From an optimization exercise on the open Yosys and OpenROAD flow, aimed at small area; shortcuts taken in it are not production practice.
Function was not checked in any run shown here: the RTL went through the layout flow alone.
Power and IR drop assume default switching activity.

==> flow/design.v, too long to show whole: its modules and the start of the top module <==
// module multiplier: 1599 lines
// module mul_fa: 4 lines
// module mul_xor: 3 lines
// module mul_xnor: 3 lines
// module mul_or: 3 lines
// module mul_nor: 3 lines
module multiplier #(
    parameter LOGDEPTH = 6,
    parameter WIDTH = 32
) (
    input  logic                    clk,
    input  logic                    rst,
    input  logic                    EN_mult,
    output logic                    EN_writeMem,
    output logic [LOGDEPTH-1:0]     writeMem_addr,
    input  logic [16-1:0]           mult_input0,
    input  logic [16-1:0]           mult_input1,
    output logic [WIDTH-1:0]        writeMem_val,
    output logic                    RDY_mult,
    input  logic                    EN_blockRead,
    output logic                    VALID_memVal,
    output logic [WIDTH-1:0]        memVal_data,
    output logic                    EN_readMem,
    output logic [LOGDEPTH-1:0]     readMem_addr,
    input  logic [WIDTH-1:0]        readMem_val
);
  // ...
==> flow/flow/run.sh <==
#!/bin/bash
# The standard layout (the standard.sh, which runs ORFS) with these changes:
#  - the port buffers are buf_1 cells (buffer_ports picks a larger delay cell by default);
#  - clock tree synthesis inserts no dummy loads and uses the clock buffers and
#    sink clusters given in CTS_ARGS;
#  - the other ORFS settings given below.
# Each make run writes its full output to its own log in this folder.
set -euo pipefail
ARGS=(
  BUFFER_PORTS_ARGS="-buffer_cell sky130_fd_sc_hd__buf_1"
  CTS_ARGS="-sink_clustering_enable -repair_clock_nets -dont_use_dummy_load -root_buf sky130_fd_sc_hd__clkbuf_8 -buf_list {sky130_fd_sc_hd__clkbuf_8} -sink_clustering_size 18 -sink_clustering_max_diameter 70"
  REMOVE_ABC_BUFFERS=1
)
bash standard.sh "${ARGS[@]}" finish > standard.log 2>&1
==> flow/standard.sh <==
#!/bin/bash
# synth_recipe.tcl (not shown) runs the flow's synth.tcl, then flattens the netlist and writes it again
# the make line also repeats each setting of config.mk as NAME=value (left out here)
make -C /OpenROAD-flow-scripts/flow DESIGN_CONFIG=/design/flow/config.mk WORK_HOME=/design/flow/orfs CLKGATE_MAP_FILE= SYNTH_SCRIPT=/design/flow/synth_recipe.tcl "${@:-finish}"
==> flow/config.mk <==
export PLATFORM = sky130hd
export DESIGN_NAME = multiplier
export DESIGN_NICKNAME = multiplier
export VERILOG_FILES = /design/flow/design.v
export SDC_FILE = /design/flow/constraint.sdc
export NUM_CORES = 4
export LEC_CHECK = 0
export CAP_MARGIN = 20
export CORE_MARGIN = 2
export CORE_UTILIZATION = 70
export GPL_TIMING_DRIVEN = 0
export SETUP_SLACK_MARGIN = 0.1
export SLEW_MARGIN = 20
export SYNTH_HIERARCHICAL = 1
export SYNTH_MINIMUM_KEEP_SIZE = 0
==> flow/constraint.sdc <==
create_clock -name core_clock -period 4.0 [get_ports {clk}]
set_input_delay 0.8000 -clock core_clock [delete_from_list [all_inputs] [get_ports {clk}]]
set_output_delay 0.8000 -clock core_clock [all_outputs]
set_load 0.01 [all_outputs]
==> flow_summary.ini, run 1 <==
[status]
status = finished clean

[sta]
final.setup.tns_ps = 0
grt_setup_unrepaired = false
fin_hold_ws_ps = 316

[die]
tap_cells = 265
die_h_um = 145
die_w_um = 145

[route]
drc = 0
totalWireLength_mm = 24.2
first_pass_iters = 5

[cells_and_area]
final_core_util_pct = 74.5
reg.largest.list = a_q x128, b_q x128, writeMem_val x32
signal_buffer_area_fraction_pct = 2.71
final_cell_mix = dfxtp_1, nand2_1, fa_1

[power_and_ir_drop]
p_sw_share_pct = 31.5
power.group.top = sequential cells
powerSeq_mw = 4.41
pg_comb_mw = 2.75

[synth]
synth_area_um2 = 14000
synth_fa_ha_area_share_pct = 30.2
synth_top_family_by_area = adder cells
synth.lib_cells_used.distinct = 34
yosysWarnings = 9

[setup_path]
r2r_start = a_q[7][4]
crit_end = mq_9

[grt]
grt_pass1_wl_mm = 39.4
use_met1_pct = 32.4
grt_overflow = 0

[clocking]
post-cts-setup-buffers = 0
clkTransAtPathRegs_ps = 100
==> run 2, diff against run 1 <==
--- a/flow/design.v
+++ b/flow/design.v
@@ -712,16 +712,24 @@
     logic ms685;
     logic mc686;
     logic ms687;
     logic mc688;
     logic ms689;
     logic mc690;
     logic ms691;
     logic mc692;
+    logic ms693;
+    logic mc694;
+    logic ms695;
+    logic mc696;
+    logic ms697;
+    logic mc698;
+    logic ms699;
+    logic mc700;
     logic mP0;
     logic mG0;
     logic mP1;
     logic mG1;
     logic mP2;
     logic mG2;
     logic mP3;
     logic mG3;
@@ -748,26 +756,16 @@
     logic mP14;
     logic mG14;
     logic mP15;
     logic mG15;
     logic mP16;
     logic mG16;
     logic mP17;
     logic mG17;
-    logic mP18;
-    logic mG18;
-    logic mP19;
-    logic mG19;
-    logic mP20;
-    logic mG20;
-    logic mP21;
-    logic mG21;
-    logic mP22;
-    logic mG22;
     logic mg1;
     logic mg2;
     logic mgp2;
     logic mg3;
     logic mgp3;
     logic mg4;
     logic mgp4;
     logic mg5;
@@ -776,57 +774,45 @@
     logic mgp6;
     logic mg7;
     logic mgp7;
     logic mg8;
     logic mgp8;
     logic mg9;
     logic mgp9;
     logic mg10;
-    logic mgp10;
     logic mg11;
     logic mgp11;
     logic mg12;
     logic mgp12;
     logic mg13;
+    logic mgp13;
     logic mg14;
-    logic mgp14;
     logic mg15;
     logic mgp15;
     logic mg16;
-    logic mgp16;
     logic mg17;
-    logic mgp17;
     logic mg18;
-    logic mgp18;
     logic mg19;
     logic mg20;
-    logic mgp20;
     logic mg21;
-    logic mgp21;
     logic mg22;
     logic mg23;
     logic mg24;
     logic mg25;
     logic mg26;
     logic mg27;
     logic mg28;
     logic mg29;
     logic mg30;
-    logic mg31;
-    logic mg32;
-    logic mg33;
-    logic mg34;
-    logic mg35;
-    logic mg36;
-    logic mg37;
-    logic mg38;
-    logic mg39;
-    logic mg40;
-    logic mg41;
+    logic mta0;
+    logic mta1;
+    logic mta2;
+    logic mta3;
+    logic mta4;
     logic mq_0;
     logic mq_1;
     logic mq_2;
     logic mq_3;
     logic mq_4;
     logic mq_5;
     logic mq_6;
     logic mq_7;
@@ -868,19 +854,16 @@
     logic mq_43;
     logic mq_44;
     logic mq_45;
     logic mq_46;
     logic mq_47;
     logic mq_48;
     logic mq_49;
     logic mq_50;
-    logic mq_51;
-    logic mq_52;
-    logic mq_53;
     assign mpp1 = ~(ma[0] & mb[0]);
     assign mpp2 = ~(ma[0] & mb[1]);
     assign mpp3 = ~(ma[0] & mb[2]);
     assign mpp4 = ~(ma[0] & mb[3]);
     assign mpp5 = ~(ma[0] & mb[4]);
     assign mpp6 = ~(ma[0] & mb[5]);
     assign mpp7 = ~(ma[0] & mb[6]);
     assign mpp8 = ~(ma[0] & mb[7]);
@@ -1361,16 +1344,21 @@
     mul_or u_mc678 (.a(mpp17), .b(mpp2), .y(mc678));
     mul_fa u_ms679 (.a(mpp33), .b(mc678), .c(ms621), .s(ms679), .co(mc680));
     mul_fa u_ms681 (.a(mc622), .b(mc680), .c(ms623), .s(ms681), .co(mc682));
     mul_fa u_ms683 (.a(mc624), .b(ms625), .c(mc682), .s(ms683), .co(mc684));
     mul_fa u_ms685 (.a(mc626), .b(ms627), .c(mc684), .s(ms685), .co(mc686));
     mul_fa u_ms687 (.a(mc628), .b(ms629), .c(mc686), .s(ms687), .co(mc688));
     mul_fa u_ms689 (.a(mc630), .b(ms631), .c(mc688), .s(ms689), .co(mc690));
     mul_fa u_ms691 (.a(mc632), .b(ms633), .c(mc690), .s(ms691), .co(mc692));
+    mul_xnor u_ms693 (.a(mc670), .b(ms671), .y(ms693));
+    mul_or u_mc694 (.a(mc670), .b(ms671), .y(mc694));
+    mul_fa u_ms695 (.a(ms673), .b(mc672), .c(mc694), .s(ms695), .co(mc696));
+    mul_fa u_ms697 (.a(ms675), .b(mc674), .c(mc696), .s(ms697), .co(mc698));
+    mul_fa u_ms699 (.a(mpp256), .b(mc676), .c(mc698), .s(ms699), .co(mc700));
     always_ff @(posedge clk) begin
         mq_0 <= mpp1;
         mq_1 <= ms677;
         mq_2 <= ms679;
         mq_3 <= ms681;
         mq_4 <= ms683;
         mq_5 <= ms685;
         mq_6 <= ms687;
@@ -1408,24 +1396,21 @@
         mq_38 <= ms663;
         mq_39 <= mc662;
         mq_40 <= ms665;
         mq_41 <= mc664;
         mq_42 <= ms667;
         mq_43 <= mc666;
         mq_44 <= ms669;
         mq_45 <= mc668;
-        mq_46 <= ms671;
-        mq_47 <= mc670;
-        mq_48 <= ms673;
-        mq_49 <= mc672;
-        mq_50 <= ms675;
-        mq_51 <= mc674;
-        mq_52 <= mpp256;
-        mq_53 <= mc676;
+        mq_46 <= ms693;
+        mq_47 <= ms695;
+        mq_48 <= ms697;
+        mq_49 <= ms699;
+        mq_50 <= mc700;
     end
     assign mp[0] = ~mq_0;
     assign mp[1] = ~mq_1;
     assign mp[2] = ~mq_2;
     assign mp[3] = ~mq_3;
     assign mp[4] = ~mq_4;
     assign mp[5] = ~mq_5;
     assign mp[6] = ~mq_6;
@@ -1462,26 +1447,16 @@
     mul_xor u_mP14 (.a(mq_38), .b(mq_39), .y(mP14));
     mul_nor u_mG14 (.a(mq_38), .b(mq_39), .y(mG14));
     mul_xor u_mP15 (.a(mq_40), .b(mq_41), .y(mP15));
     mul_nor u_mG15 (.a(mq_40), .b(mq_41), .y(mG15));
     mul_xor u_mP16 (.a(mq_42), .b(mq_43), .y(mP16));
     mul_nor u_mG16 (.a(mq_42), .b(mq_43), .y(mG16));
     mul_xor u_mP17 (.a(mq_44), .b(mq_45), .y(mP17));
     mul_nor u_mG17 (.a(mq_44), .b(mq_45), .y(mG17));
-    mul_xor u_mP18 (.a(mq_46), .b(mq_47), .y(mP18));
-    mul_nor u_mG18 (.a(mq_46), .b(mq_47), .y(mG18));
-    mul_xor u_mP19 (.a(mq_48), .b(mq_49), .y(mP19));
-    mul_nor u_mG19 (.a(mq_48), .b(mq_49), .y(mG19));
-    mul_xor u_mP20 (.a(mq_50), .b(mq_51), .y(mP20));
-    mul_nor u_mG20 (.a(mq_50), .b(mq_51), .y(mG20));
-    mul_xor u_mP21 (.a(mq_52), .b(mq_53), .y(mP21));
-    mul_nor u_mG21 (.a(mq_52), .b(mq_53), .y(mG21));
-    assign mP22 = 1'b0;
-    assign mG22 = 1'b0;
     assign mg1 = mG0 | (mP0 & ~mq_9);
     assign mg2 = mG2 | (mP2 & mG1);
     assign mgp2 = mP2 & mP1;
     assign mg3 = mG4 | (mP4 & mG3);
     assign mgp3 = mP4 & mP3;
     assign mg4 = mG6 | (mP6 & mG5);
     assign mgp4 = mP6 & mP5;
     assign mg5 = mG8 | (mP8 & mG7);
@@ -1489,81 +1464,69 @@
     assign mg6 = mG10 | (mP10 & mG9);
     assign mgp6 = mP10 & mP9;
     assign mg7 = mG12 | (mP12 & mG11);
     assign mgp7 = mP12 & mP11;
     assign mg8 = mG14 | (mP14 & mG13);
     assign mgp8 = mP14 & mP13;
     assign mg9 = mG16 | (mP16 & mG15);
     assign mgp9 = mP16 & mP15;
-    assign mg10 = mG18 | (mP18 & mG17);
-    assign mgp10 = mP18 & mP17;
-    assign mg11 = mG20 | (mP20 & mG19);
-    assign mgp11 = mP20 & mP19;
-    assign mg12 = mG22 | (mP22 & mG21);
-    assign mgp12 = mP22 & mP21;
-    assign mg13 = mg2 | (mgp2 & mg1);
-    assign mg14 = mg4 | (mgp4 & mg3);
-    assign mgp14 = mgp4 & mgp3;
-    assign mg15 = mg6 | (mgp6 & mg5);
-    assign mgp15 = mgp6 & mgp5;
-    assign mg16 = mg8 | (mgp8 & mg7);
-    assign mgp16 = mgp8 & mgp7;
-    assign mg17 = mg10 | (mgp10 & mg9);
-    assign mgp17 = mgp10 & mgp9;
-    assign mg18 = mg12 | (mgp12 & mg11);
-    assign mgp18 = mgp12 & mgp11;
-    assign mg19 = mg14 | (mgp14 & mg13);
-    assign mg20 = mg16 | (mgp16 & mg15);
-    assign mgp20 = mgp16 & mgp15;
-    assign mg21 = mg18 | (mgp18 & mg17);
-    assign mgp21 = mgp18 & mgp17;
-    assign mg22 = mg20 | (mgp20 & mg19);
-    assign mg23 = mg21 | (mgp21 & mg22);
-    assign mg24 = mg15 | (mgp15 & mg19);
-    assign mg25 = mg17 | (mgp17 & mg22);
-    assign mg26 = mg3 | (mgp3 & mg13);
-    assign mg27 = mg5 | (mgp5 & mg19);
-    assign mg28 = mg7 | (mgp7 & mg24);
-    assign mg29 = mg9 | (mgp9 & mg22);
-    assign mg30 = mg11 | (mgp11 & mg25);
-    assign mg31 = mG1 | (mP1 & mg1);
-    assign mg32 = mG3 | (mP3 & mg13);
-    assign mg33 = mG5 | (mP5 & mg26);
-    assign mg34 = mG7 | (mP7 & mg19);
-    assign mg35 = mG9 | (mP9 & mg27);
-    assign mg36 = mG11 | (mP11 & mg24);
-    assign mg37 = mG13 | (mP13 & mg28);
-    assign mg38 = mG15 | (mP15 & mg22);
-    assign mg39 = mG17 | (mP17 & mg29);
-    assign mg40 = mG19 | (mP19 & mg25);
-    assign mg41 = mG21 | (mP21 & mg30);
+    assign mg10 = mg2 | (mgp2 & mg1);
+    assign mg11 = mg4 | (mgp4 & mg3);
+    assign mgp11 = mgp4 & mgp3;
+    assign mg12 = mg6 | (mgp6 & mg5);
+    assign mgp12 = mgp6 & mgp5;
+    assign mg13 = mg8 | (mgp8 & mg7);
+    assign mgp13 = mgp8 & mgp7;
+    assign mg14 = mg11 | (mgp11 & mg10);
+    assign mg15 = mg13 | (mgp13 & mg12);
+    assign mgp15 = mgp13 & mgp12;
+    assign mg16 = mg15 | (mgp15 & mg14);
+    assign mg17 = mg12 | (mgp12 & mg14);
+    assign mg18 = mg3 | (mgp3 & mg10);
+    assign mg19 = mg5 | (mgp5 & mg14);
+    assign mg20 = mg7 | (mgp7 & mg17);
+    assign mg21 = mg9 | (mgp9 & mg16);
+    assign mg22 = mG1 | (mP1 & mg1);
+    assign mg23 = mG3 | (mP3 & mg10);
+    assign mg24 = mG5 | (mP5 & mg18);
+    assign mg25 = mG7 | (mP7 & mg14);
+    assign mg26 = mG9 | (mP9 & mg19);
+    assign mg27 = mG11 | (mP11 & mg17);
+    assign mg28 = mG13 | (mP13 & mg20);
+    assign mg29 = mG15 | (mP15 & mg16);
+    assign mg30 = mG17 | (mP17 & mg21);
     assign mp[9] = mP0 ^ ~mq_9;
     assign mp[10] = mP1 ^ mg1;
-    assign mp[11] = mP2 ^ mg31;
-    assign mp[12] = mP3 ^ mg13;
-    assign mp[13] = mP4 ^ mg32;
-    assign mp[14] = mP5 ^ mg26;
-    assign mp[15] = mP6 ^ mg33;
-    assign mp[16] = mP7 ^ mg19;
-    assign mp[17] = mP8 ^ mg34;
-    assign mp[18] = mP9 ^ mg27;
-    assign mp[19] = mP10 ^ mg35;
-    assign mp[20] = mP11 ^ mg24;
-    assign mp[21] = mP12 ^ mg36;
-    assign mp[22] = mP13 ^ mg28;
-    assign mp[23] = mP14 ^ mg37;
-    assign mp[24] = mP15 ^ mg22;
-    assign mp[25] = mP16 ^ mg38;
-    assign mp[26] = mP17 ^ mg29;
-    assign mp[27] = mP18 ^ mg39;
-    assign mp[28] = mP19 ^ mg25;
-    assign mp[29] = mP20 ^ mg40;
-    assign mp[30] = mP21 ^ mg30;
-    assign mp[31] = mP22 ^ mg41;
+    assign mp[11] = mP2 ^ mg22;
+    assign mp[12] = mP3 ^ mg10;
+    assign mp[13] = mP4 ^ mg23;
+    assign mp[14] = mP5 ^ mg18;
+    assign mp[15] = mP6 ^ mg24;
+    assign mp[16] = mP7 ^ mg14;
+    assign mp[17] = mP8 ^ mg25;
+    assign mp[18] = mP9 ^ mg19;
+    assign mp[19] = mP10 ^ mg26;
+    assign mp[20] = mP11 ^ mg17;
+    assign mp[21] = mP12 ^ mg27;
+    assign mp[22] = mP13 ^ mg20;
+    assign mp[23] = mP14 ^ mg28;
+    assign mp[24] = mP15 ^ mg16;
+    assign mp[25] = mP16 ^ mg29;
+    assign mp[26] = mP17 ^ mg21;
+    assign mta0 = mg30;
+    assign mp[27] = ~mq_46 ^ mta0;
+    assign mta1 = mta0 & ~mq_46;
+    assign mp[28] = ~mq_47 ^ mta1;
+    assign mta2 = mta1 & ~mq_47;
+    assign mp[29] = ~mq_48 ^ mta2;
+    assign mta3 = mta2 & ~mq_48;
+    assign mp[30] = ~mq_49 ^ mta3;
+    assign mta4 = mta3 & ~mq_49;
+    assign mp[31] = ~mq_50 ^ mta4;
     always_ff @(posedge clk) begin
         a_q[0] <= mult_input0;
         b_q[0] <= mult_input1;
         for (int i = 1; i < NSTG; i++) begin
             a_q[i] <= a_q[i-1];
             b_q[i] <= b_q[i-1];
         end
         writeMem_val <= mp;
==> run 2 against run 1 <==
  * Clock skew rose by 14 ps
  * Utilization grew 1.6 points
  * Area after synthesis is 0.76% lower
  * Via count decreased by 0.87%
  * Combinational power down 3%
  * Clock-buffer cell count did not move
  * Hold slack worse by 4.1 ps
  * Power down 1.5%
  * Clock power about the same
  * Wire length decreased by 2.4%
  * Register-to-register slack better by 20 ps
  * Critical path depth grew 1
==> flow_summary.ini, run 2 <==
[setup_path]
r2r-end = mq_49
critPathArrivalTime_ps = 4220
crit_required_ps = 4430
startpoint = a_q[7][12]
rrSetupSlack_ps = 210
cp_max_fo = 10
r2r_cells = 9
r2r_start = a_q[7][12]
critPathKind = flip-flop to flip-flop
critPathLaunchType = flip-flop
end_kind = flip-flop

[clocking]
clk_path_buf_depth = 3
cts_made_buffers = 23
cts_num_sinks = 350
clk_latency_ps = 560
clkTransAtPathRegs_ps = 100
tritoncts = built
cts_root_buffer = clkbuf_8
ctsHtreeMaxLevel = 1

[synth]
netlist.area_leader.share_pct = 50.5
synth_edf_count = 0
synth.area.top_cells = dfxtp_1, fa_1, nand2_1
synth_common_cells = dfxtp_1, nand2_1, fa_1, clkbuf_1, buf_4
synth.lib_cells_used.distinct = 30
yosysMostFrequentCell = dfxtp_1
syn_area_per_cell_um2 = 12.5
yosysWarnings = 9
syn_inst = 1110
synth_area_um2 = 13900
post-synth-top-area-cell = dfxtp_1
yosysSeqAreaShare_pct = 50.5
synth-seq-cells = 350
synth_ff_type = dfxtp_1
ys_async_sr_fraction_pct = 0

[cells_and_area]
antenna_cells = 0
final_cell_mix = dfxtp_1, nand2_1, fa_1
reg.largest.list = a_q x128, b_q x128, writeMem_val x32
layout-area-overhead-vs-synth_pct = 6.77
final_common_cell = dfxtp_1
layout.nets = 1459
drive_gt1_share_pct = 9.59
n_fill_cell = 1251

[route]
wl_per_cell_um = 16.5
first_pass_iters = 5
ant_nets = 0
totalWireLength_mm = 23.6
vias = 7562
drc = 0
dr.first_iter.drc_count = 475
vias_per_cell = 5.28

[grt]
grt_overflow = 0
grt_pass1_wl_mm = 37.6
grt_use_total_pct = 23.7
grt_max_degree = 19
antenna_found_initial = 0
first_global_vias = 7579

[die]
die_area_um2 = 21000
io_pins = 148
start_util_pct = 71.3
num_rows = 51
die_h_um = 145
coreArea_um2 = 19500
die_w_um = 145

[sta]
fin_crit_sh_pct = 94.8
maxSlewHeadroom_pct = 68.4
final.setup.tns_ps = 0
fin_skew_ps = 26.7
worst_slack_ps = 207
finalCriticalPeriod_ps = 3790
fin_hold_ws_ps = 312
setup_viol = 0
slew_viol_final = 0
fmax_ghz = 0.264
tightest_slew_ps = 474
hold_violations = 0
grt_setup_unrepaired = false

[worst_hold_path]
hp-class = flip-flop to flip-flop
hold_path_depth = 0
holdPathEnd = a_q[7][1]
hp-start = a_q[6][1]

[place]
pre_cts_ws_ps = -388
dp_hpwl_mm = 15.8
place_congestion = 0.894
io_buffers = 83

[power_and_ir_drop]
p_comb_share_pct = 31.6
clkPwrFrac_pct = 17.1
internal_power_mw = 5.85
power.density_nw_per_um2 = 572
finalPower_mw = 8.47
p_sw_share_pct = 31.0
p_sw_mw = 2.62
p_leak_nw = 5.75
power_frac_seq_pct = 51.3
ir_drop_v = 0.000604

[run]
cap_violations = 0

[status]
status = finished clean
==> run 2: Yosys stat by module, one instance, submodules excluded <==
module | cells inside | times used | flip-flops and latches | area [µm²]
mul_xor | 1 | 18 | 0 | 8.76
mul_fa | 1 | 205 | 0 | 20.0
mul_xnor | 1 | 17 | 0 | 8.76
multiplier | 835 | 1 | 350 | 9290
mul_or | 1 | 17 | 0 | 6.26
mul_nor | 1 | 18 | 0 | 3.75
==> run 2: power groups by stage <==
stage / registers [mW] / clock network, mW / logic [mW]
final: 4.35 / 1.45 / 2.68
after global routing: 4.43 / 1.62 / 3.13
after CTS: 4.38 / 1.52 / 2.65
after detailed placement: 4.48 / 0 / 2.63
after global placement: 4.46 / 0 / 2.53
after floorplan: 4.48 / 0 / 1.86
==> run 2: critical path, cell delays in order, from the launching register on <==
cell	delay (ps)
dfxtp_4	430
nand2_1	100
fa_1	440
fa_1	410
fa_1	390
fa_1	470
or2_1	250
fa_1	370
fa_1	390
fa_1	430
==> run 2: timing repair <==
item,CTS,global route
gates cloned,0,0
hold buffers,0,0
endpoints found under the setup margin,12,14
buffers inserted,8,46
gates resized for setup,48,8
==> run 2: cells by family after synthesis <==
kind of cell    Yosys count  synth area share, %
compound gates           29                 1.34
fa+ha+maj               221                 31.0
buf+inv                 122                 4.33
xor+xnor                 48                 3.03
flops                   350                 50.5
simple gates            340                 9.76
==> run 2: worst max path at each step <==
stage                 end  slack [ps]  cells past startpoint
floorplan           mq_49          30                      9
global placement    mq_49        -350                      9
detailed placement  mq_49        -390                      9
CTS                 mq_49          60                      9
global route         mq_8          90                      9
finish              mq_49         210                      9
==> run 2: final cells by class <==
type	instances	area, µm²	share of cell area [%]
Sequential cell	350	7100	48.0
Timing Repair Buffer	137	717	4.84
Multi-Input combinational cell	638	6270	42.3
Tap cell	265	332	2.24
Inverter	20	75.1	0.507
Clock buffer	23	317	2.14
==> run 2: layer usage <==
layer | vias to the layer above | part of all wire, % | GRT usage, %
met5 | - | 0.13 | 3.01
met4 | 2 | 2.5 | 7.51
met3 | 60 | 12 | 8.19
met2 | 368 | 45 | 37.3
met1 | 3719 | 41 | 31.1
li1 | 3413 | - | -
==> run 2: through the flow <==
step	util [%]	instance area, µm²	cells
global placement	71.9	14000	1356
CTS	74.3	14500	1387
detailed placement	71.9	14000	1356
finish	76.1	14800	1433
floorplan	-	13300	1008
global route	76.1	14800	1433

==> separate check: timing with driven ports <==
How much do the figures lean on ideal ports? The routed layouts below were timed once more, with nothing changed but the port constraints. Step 1 (the two cells are an assumption about what drives the block):
set clk [get_ports {clk}]
set_driving_cell -lib_cell sky130_fd_sc_hd__clkbuf_16 $clk
set_driving_cell -lib_cell sky130_fd_sc_hd__buf_2 [delete_from_list [all_inputs] $clk]
Step 2 times the ports against the registers' clock, not the clock port: input delays grow and output delays shrink by t, the midpoint of the rising clock arrivals with the driver on. Slacks: ideal / step 1 / step 2; pairs: ideal / step 1.
run | t (ns) | slack for setup (ns) | worst register clock-pin slew, ns
run 1 | 0.577 | 0.190 / 0.190 / 0.190 | 0.10 / 0.10
run 2 | 0.587 | 0.207 / 0.207 / 0.207 | 0.10 / 0.10
After both steps every run listed still meets setup and hold.
